From an optimization exercise on the open Yosys and OpenROAD flow, aimed at small area and a short achievable clock period; shortcuts taken in it are not production practice.
No activity file was given, so power comes from the tool's default toggle rates.

==> module self_purging_full_adder, before the edit <==
module self_purging_full_adder(a, b, e, C, Cn, Jn, nG, nP, sum, en);
    input [5:0] a, b, e;
    input C, Cn;            
    input Jn;               
    output nG, nP, sum;     
    output [5:0] en;        
    wire [5:0] h, l, z, q, nm;
    wire [1:0] sh, mh, sl, ml, sz, mz, sp, mp;
    genvar k, g;
    generate
        for (k = 0; k < 6; k = k + 1) begin : m
            spa_and3  uh(.a(e[k]), .b(a[k]), .c(b[k]), .y(h[k]));
            spa_o21ai uq(.a1(a[k]), .a2(b[k]), .b1(e[k]), .y(q[k]));   
            spa_nor2  ul(.a(q[k]), .b(h[k]), .y(l[k]));
            spa_andn  uz(.a(e[k]), .b(l[k]), .y(z[k]));               
        end
        for (g = 0; g < 2; g = g + 1) begin : grp
            spa_fa fh(.a(h[3*g]), .b(h[3*g+1]), .c(h[3*g+2]), .s(sh[g]), .co(mh[g]));
            spa_fa fl(.a(l[3*g]), .b(l[3*g+1]), .c(l[3*g+2]), .s(sl[g]), .co(ml[g]));
            spa_fa fz(.a(z[3*g]), .b(z[3*g+1]), .c(z[3*g+2]), .s(sz[g]), .co(mz[g]));
            spa_xor2  ps(.a(sh[g]), .b(sl[g]), .y(sp[g]));
            spa_a211o pm(.a(mh[g]), .b(ml[g]), .c(sh[g]), .d(sl[g]), .y(mp[g]));
        end
    endgenerate
    wire nS0, nS1;
    spa_lt4 vg(.m1(mh[0]), .s1(sh[0]), .m2(mh[1]), .s2(sh[1]), .y(nG));
    spa_lt4 vp(.m1(mp[0]), .s1(sp[0]), .m2(mp[1]), .s2(sp[1]), .y(nP));
    spa_lt4 v0(.m1(ml[0]), .s1(sl[0]), .m2(ml[1]), .s2(sl[1]), .y(nS0));
    spa_lt4 v1(.m1(mz[0]), .s1(sz[0]), .m2(mz[1]), .s2(sz[1]), .y(nS1));
    spa_mux2i vs(.a0(nS0), .a1(nS1), .s(C), .y(sum));
    wire ne, cx, t0, t1, t2;
    spa_xor2 te(.a(sum), .b(C), .y(ne));
    spa_xor2 tc(.a(C), .b(Cn), .y(cx));
    spa_andn u2(.a(Cn), .b(ne), .y(t2));
    spa_nor2 u0(.a(ne), .b(Cn), .y(t0));
    spa_andn u1(.a(ne), .b(cx), .y(t1));
    generate
        for (k = 0; k < 6; k = k + 1) begin : sw
            spa_a222oi ua(.a1(t2), .a2(h[k]), .b1(t1), .b2(l[k]), .c1(t0), .c2(q[k]), .y(nm[k]));
            spa_mux2i  ue(.a0(Jn), .a1(nm[k]), .s(e[k]), .y(en[k]));
        end
    endgenerate
endmodule
==> module self_purging_adder, before the edit <==
module self_purging_adder(clk, in1, in2, cin, J, sum, cout);
    parameter W = 32;
    parameter N = 6;
    input clk, J;
    input [N*W-1:0] in1, in2;
    input [N-1:0] cin;
    output [W-1:0] sum;
    output cout;
    function th4;   
        input [5:0] v;
        reg [1:0] c1, c2;
        begin
            c1 = v[0] + v[1] + v[2];
            c2 = v[3] + v[4] + v[5];
            th4 = (c1[1] & c2[1]) | ((c1[1] | c2[1]) & c1[0] & c2[0]);
        end
    endfunction
    reg  [N*W-1:0] E;        
    wire [N*W-1:0] En;
    wire [W:0] C;            
    wire [W-1:0] G, P;
    wire [W-1:1] nG, nP;
    wire Jn = ~J;
    genvar i, k;
    generate
        for (i = 0; i < W; i = i + 1) begin : bit_
            wire [N-1:0] a, b, e, en;
            for (k = 0; k < N; k = k + 1) begin : mod_
                assign a[k] = in1[k*W+i];
                assign b[k] = in2[k*W+i];
                assign e[k] = E[k*W+i];
                assign En[k*W+i] = en[k];
            end
            if (i == 0) begin : b0
                wire [N-1:0] s = a ^ b ^ cin;
                wire [N-1:0] co = (a & b) | (cin & (a ^ b));
                assign sum[0] = th4(e & s);
                assign G[0] = th4(e & co);
                assign P[0] = 1'b0;
                for (k = 0; k < N; k = k + 1) begin : m0
                    assign en[k] = e[k] ? ((s[k] == sum[0]) & (co[k] == C[1])) : J;
                end
            end else begin : bn
                self_purging_full_adder fa(.a(a), .b(b), .e(e), .C(C[i]), .Cn(C[i+1]),
                    .Jn(Jn), .nG(nG[i]), .nP(nP[i]), .sum(sum[i]), .en(en));
            end
        end
    endgenerate
    assign C[0] = cin[0];
    spa_prefix pfx(.G0(G[0]), .nG(nG), .nP(nP), .C(C[W:1]));
    assign cout = C[W];
    always @(posedge clk)
        E <= En;
endmodule
==> module spa_prefix, before the edit <==
module spa_prefix(G0, nG, nP, C);
    input G0;
    input [31:1] nG, nP;
    output [31:0] C;
    wire [31:0] gg [0:5];
    wire [31:0] pp [0:5];
    assign gg[0] = {~nG, G0};
    assign pp[0] = {~nP, 1'b0};
    genvar i, l;
    generate
        for (l = 0; l < 5; l = l + 1) begin : lvl
            for (i = 0; i < 32; i = i + 1) begin : col
                if ((i >> l) & 1) begin : cmb
                    localparam integer J0 = ((i >> l) << l) - 1;
                    assign gg[l+1][i] = gg[l][i] | (pp[l][i] & gg[l][J0]);
                    assign pp[l+1][i] = pp[l][i] & pp[l][J0];
                end else begin : pas
                    assign gg[l+1][i] = gg[l][i];
                    assign pp[l+1][i] = pp[l][i];
                end
            end
        end
    endgenerate
    assign C = gg[5];
endmodule
Settings: LEC_CHECK=0, CAP_MARGIN=20, CORE_MARGIN=2, CORE_UTILIZATION=60, SLEW_MARGIN=20, SYNTH_HIERARCHICAL=1, SYNTH_MINIMUM_KEEP_SIZE=0; clock period 110.0 ns.
standard.sh (not shown) runs the stock make flow with config.mk's settings and CLKGATE_MAP_FILE= SYNTH_SCRIPT=/design/flow/synth_recipe.tcl, a recipe that flattens the netlist after the stock synthesis.
==> flow/flow/run.sh <==
#!/bin/bash
# Standard ORFS layout (the standard.sh) with these changes:
#  - the port buffers that global placement puts on every input and output
#    are sky130 buf_1 cells instead of the default choice;
#  - right after floorplanning, every logic cell is set to the smallest
#    version of its function (downsize.tcl); the later repair steps size up
#    again where slew, load or timing need it;
#  - clock tree synthesis uses clkbuf_4/clkbuf_8 buffers and no dummy loads.
# Each step's full log is in orfs/logs/; make's own output is in
# standard_flow.log.
set -euo pipefail
here=$(pwd)
export BUFFER_PORTS_ARGS="-buffer_cell sky130_fd_sc_hd__buf_1"
export POST_FLOORPLAN_TCL="$here/flow/downsize.tcl"
export CTS_ARGS="-sink_clustering_enable -repair_clock_nets -dont_use_dummy_load -buf_list {sky130_fd_sc_hd__clkbuf_4 sky130_fd_sc_hd__clkbuf_8} -root_buf sky130_fd_sc_hd__clkbuf_8"
bash standard.sh "$@" > standard_flow.log 2>&1
Other scripts of this flow, unchanged in this note and not shown: flow/flow/downsize.tcl
Then changed:
--- a/flow/design.v
+++ b/flow/design.v
@@ -77,9 +77,16 @@
     spa_o21ai uy(.a1(m1), .a2(m2), .b1(w), .y(y));
 endmodule
-module self_purging_full_adder(a, b, e, C, Cn, Jn, nG, nP, sum, en);
+module spa_ge4n(m1, s1, m2, s2, y);
+    input m1, s1, m2, s2;
+    output y;
+    wire w;
+    spa_a211o uw(.a(s1), .b(s2), .c(m1), .d(m2), .y(w));
+    spa_o21ai uy(.a1(m1), .a2(m2), .b1(w), .y(y));
+endmodule
+module self_purging_full_adder(a, b, e, C, Cn, Jn, nG, P, sum, en);
     input [5:0] a, b, e;
     input C, Cn;            
     input Jn;               
-    output nG, nP, sum;     
+    output nG, P, sum;      
     output [5:0] en;        
     wire [5:0] h, l, z, q, nm;
@@ -97,11 +104,10 @@
             spa_fa fl(.a(l[3*g]), .b(l[3*g+1]), .c(l[3*g+2]), .s(sl[g]), .co(ml[g]));
             spa_fa fz(.a(z[3*g]), .b(z[3*g+1]), .c(z[3*g+2]), .s(sz[g]), .co(mz[g]));
-            spa_xor2  ps(.a(sh[g]), .b(sl[g]), .y(sp[g]));
-            spa_a211o pm(.a(mh[g]), .b(ml[g]), .c(sh[g]), .d(sl[g]), .y(mp[g]));
+            spa_fa fp(.a(q[3*g]), .b(q[3*g+1]), .c(q[3*g+2]), .s(sp[g]), .co(mp[g]));
         end
     endgenerate
     wire nS0, nS1;
     spa_lt4 vg(.m1(mh[0]), .s1(sh[0]), .m2(mh[1]), .s2(sh[1]), .y(nG));
-    spa_lt4 vp(.m1(mp[0]), .s1(sp[0]), .m2(mp[1]), .s2(sp[1]), .y(nP));
+    spa_ge4n vp(.m1(mp[0]), .s1(sp[0]), .m2(mp[1]), .s2(sp[1]), .y(P));
     spa_lt4 v0(.m1(ml[0]), .s1(sl[0]), .m2(ml[1]), .s2(sl[1]), .y(nS0));
     spa_lt4 v1(.m1(mz[0]), .s1(sz[0]), .m2(mz[1]), .s2(sz[1]), .y(nS1));
@@ -141,7 +147,6 @@
     wire [W:0] C;            
     wire [W-1:0] G, P;
-    wire [W-1:1] nG, nP;
     wire Jn = ~J;
-    genvar i, k;
+    genvar i, k, l;
     generate
         for (i = 0; i < W; i = i + 1) begin : bit_
@@ -163,27 +168,16 @@
                 end
             end else begin : bn
+                wire nG;
+                assign G[i] = ~nG;
                 self_purging_full_adder fa(.a(a), .b(b), .e(e), .C(C[i]), .Cn(C[i+1]),
-                    .Jn(Jn), .nG(nG[i]), .nP(nP[i]), .sum(sum[i]), .en(en));
+                    .Jn(Jn), .nG(nG), .P(P[i]), .sum(sum[i]), .en(en));
             end
         end
-    endgenerate
-    assign C[0] = cin[0];
-    spa_prefix pfx(.G0(G[0]), .nG(nG), .nP(nP), .C(C[W:1]));
-    assign cout = C[W];
-    always @(posedge clk)
-        E <= En;
-endmodule
-module spa_prefix(G0, nG, nP, C);
-    input G0;
-    input [31:1] nG, nP;
-    output [31:0] C;
-    wire [31:0] gg [0:5];
-    wire [31:0] pp [0:5];
-    assign gg[0] = {~nG, G0};
-    assign pp[0] = {~nP, 1'b0};
-    genvar i, l;
-    generate
+        wire [W-1:0] gg [0:5];
+        wire [W-1:0] pp [0:5];
+        assign gg[0] = G;
+        assign pp[0] = P;
         for (l = 0; l < 5; l = l + 1) begin : lvl
-            for (i = 0; i < 32; i = i + 1) begin : col
+            for (i = 0; i < W; i = i + 1) begin : col
                 if ((i >> l) & 1) begin : cmb
                     localparam integer J0 = ((i >> l) << l) - 1;
@@ -197,4 +191,8 @@
         end
     endgenerate
-    assign C = gg[5];
+    assign C[0] = cin[0];
+    assign C[W:1] = gg[5];
+    assign cout = C[W];
+    always @(posedge clk)
+        E <= En;
 endmodule
Result: The changed run passed the timing, DRC and antenna checks; final cell count came out lower slightly; global-route usage grows by 1.6 points; routed wire length climbs by a few percent; design area went up slightly; maximum frequency rises slightly; area after synthesis rose slightly; sequential share of layout area goes down by 0.17 points; non-clock buffer count is lower by 4; clock power goes down by a few percent; sequential power goes up by a few percent; critical path depth is lower by 3; setup slack gains 0.74 ns; die area increases slightly.
No run of this note included a check of the RTL's function; only the layout flow was run.

port drivers added, routing unchanged:
No port has a modelled driver above. Below, the same layouts with a new extraction and two added sets of constraints.
Step 1 (the two cells are an assumption about what drives the block):
set clk [get_ports {clk}]
set_driving_cell -lib_cell sky130_fd_sc_hd__clkbuf_16 $clk
set_driving_cell -lib_cell sky130_fd_sc_hd__buf_2 [delete_from_list [all_inputs] $clk]
Step 2 moves the port delays by t, midway between the first and last clock arrival at a register: inputs arrive t later, outputs are due t later. That takes back most of the time a late clock gives input paths.
Slacks: no drivers / after step 1 / after step 2; pairs: no drivers / after step 1.
run | t (ns) | setup slack, ns | worst setup path after step 2 | worst slew at a driven data input, ns
the first run | 0.551 | 60.908 / 60.885 / 60.885 | input to output | 0.11
the second run | 0.559 | 61.646 / 61.622 / 61.622 | input to output | 0.13
After both steps setup and hold are still met in every run listed. The setup slack of the second run, which loses most, moves by -0.024 ns with the drivers and by -0.024 ns with both steps.
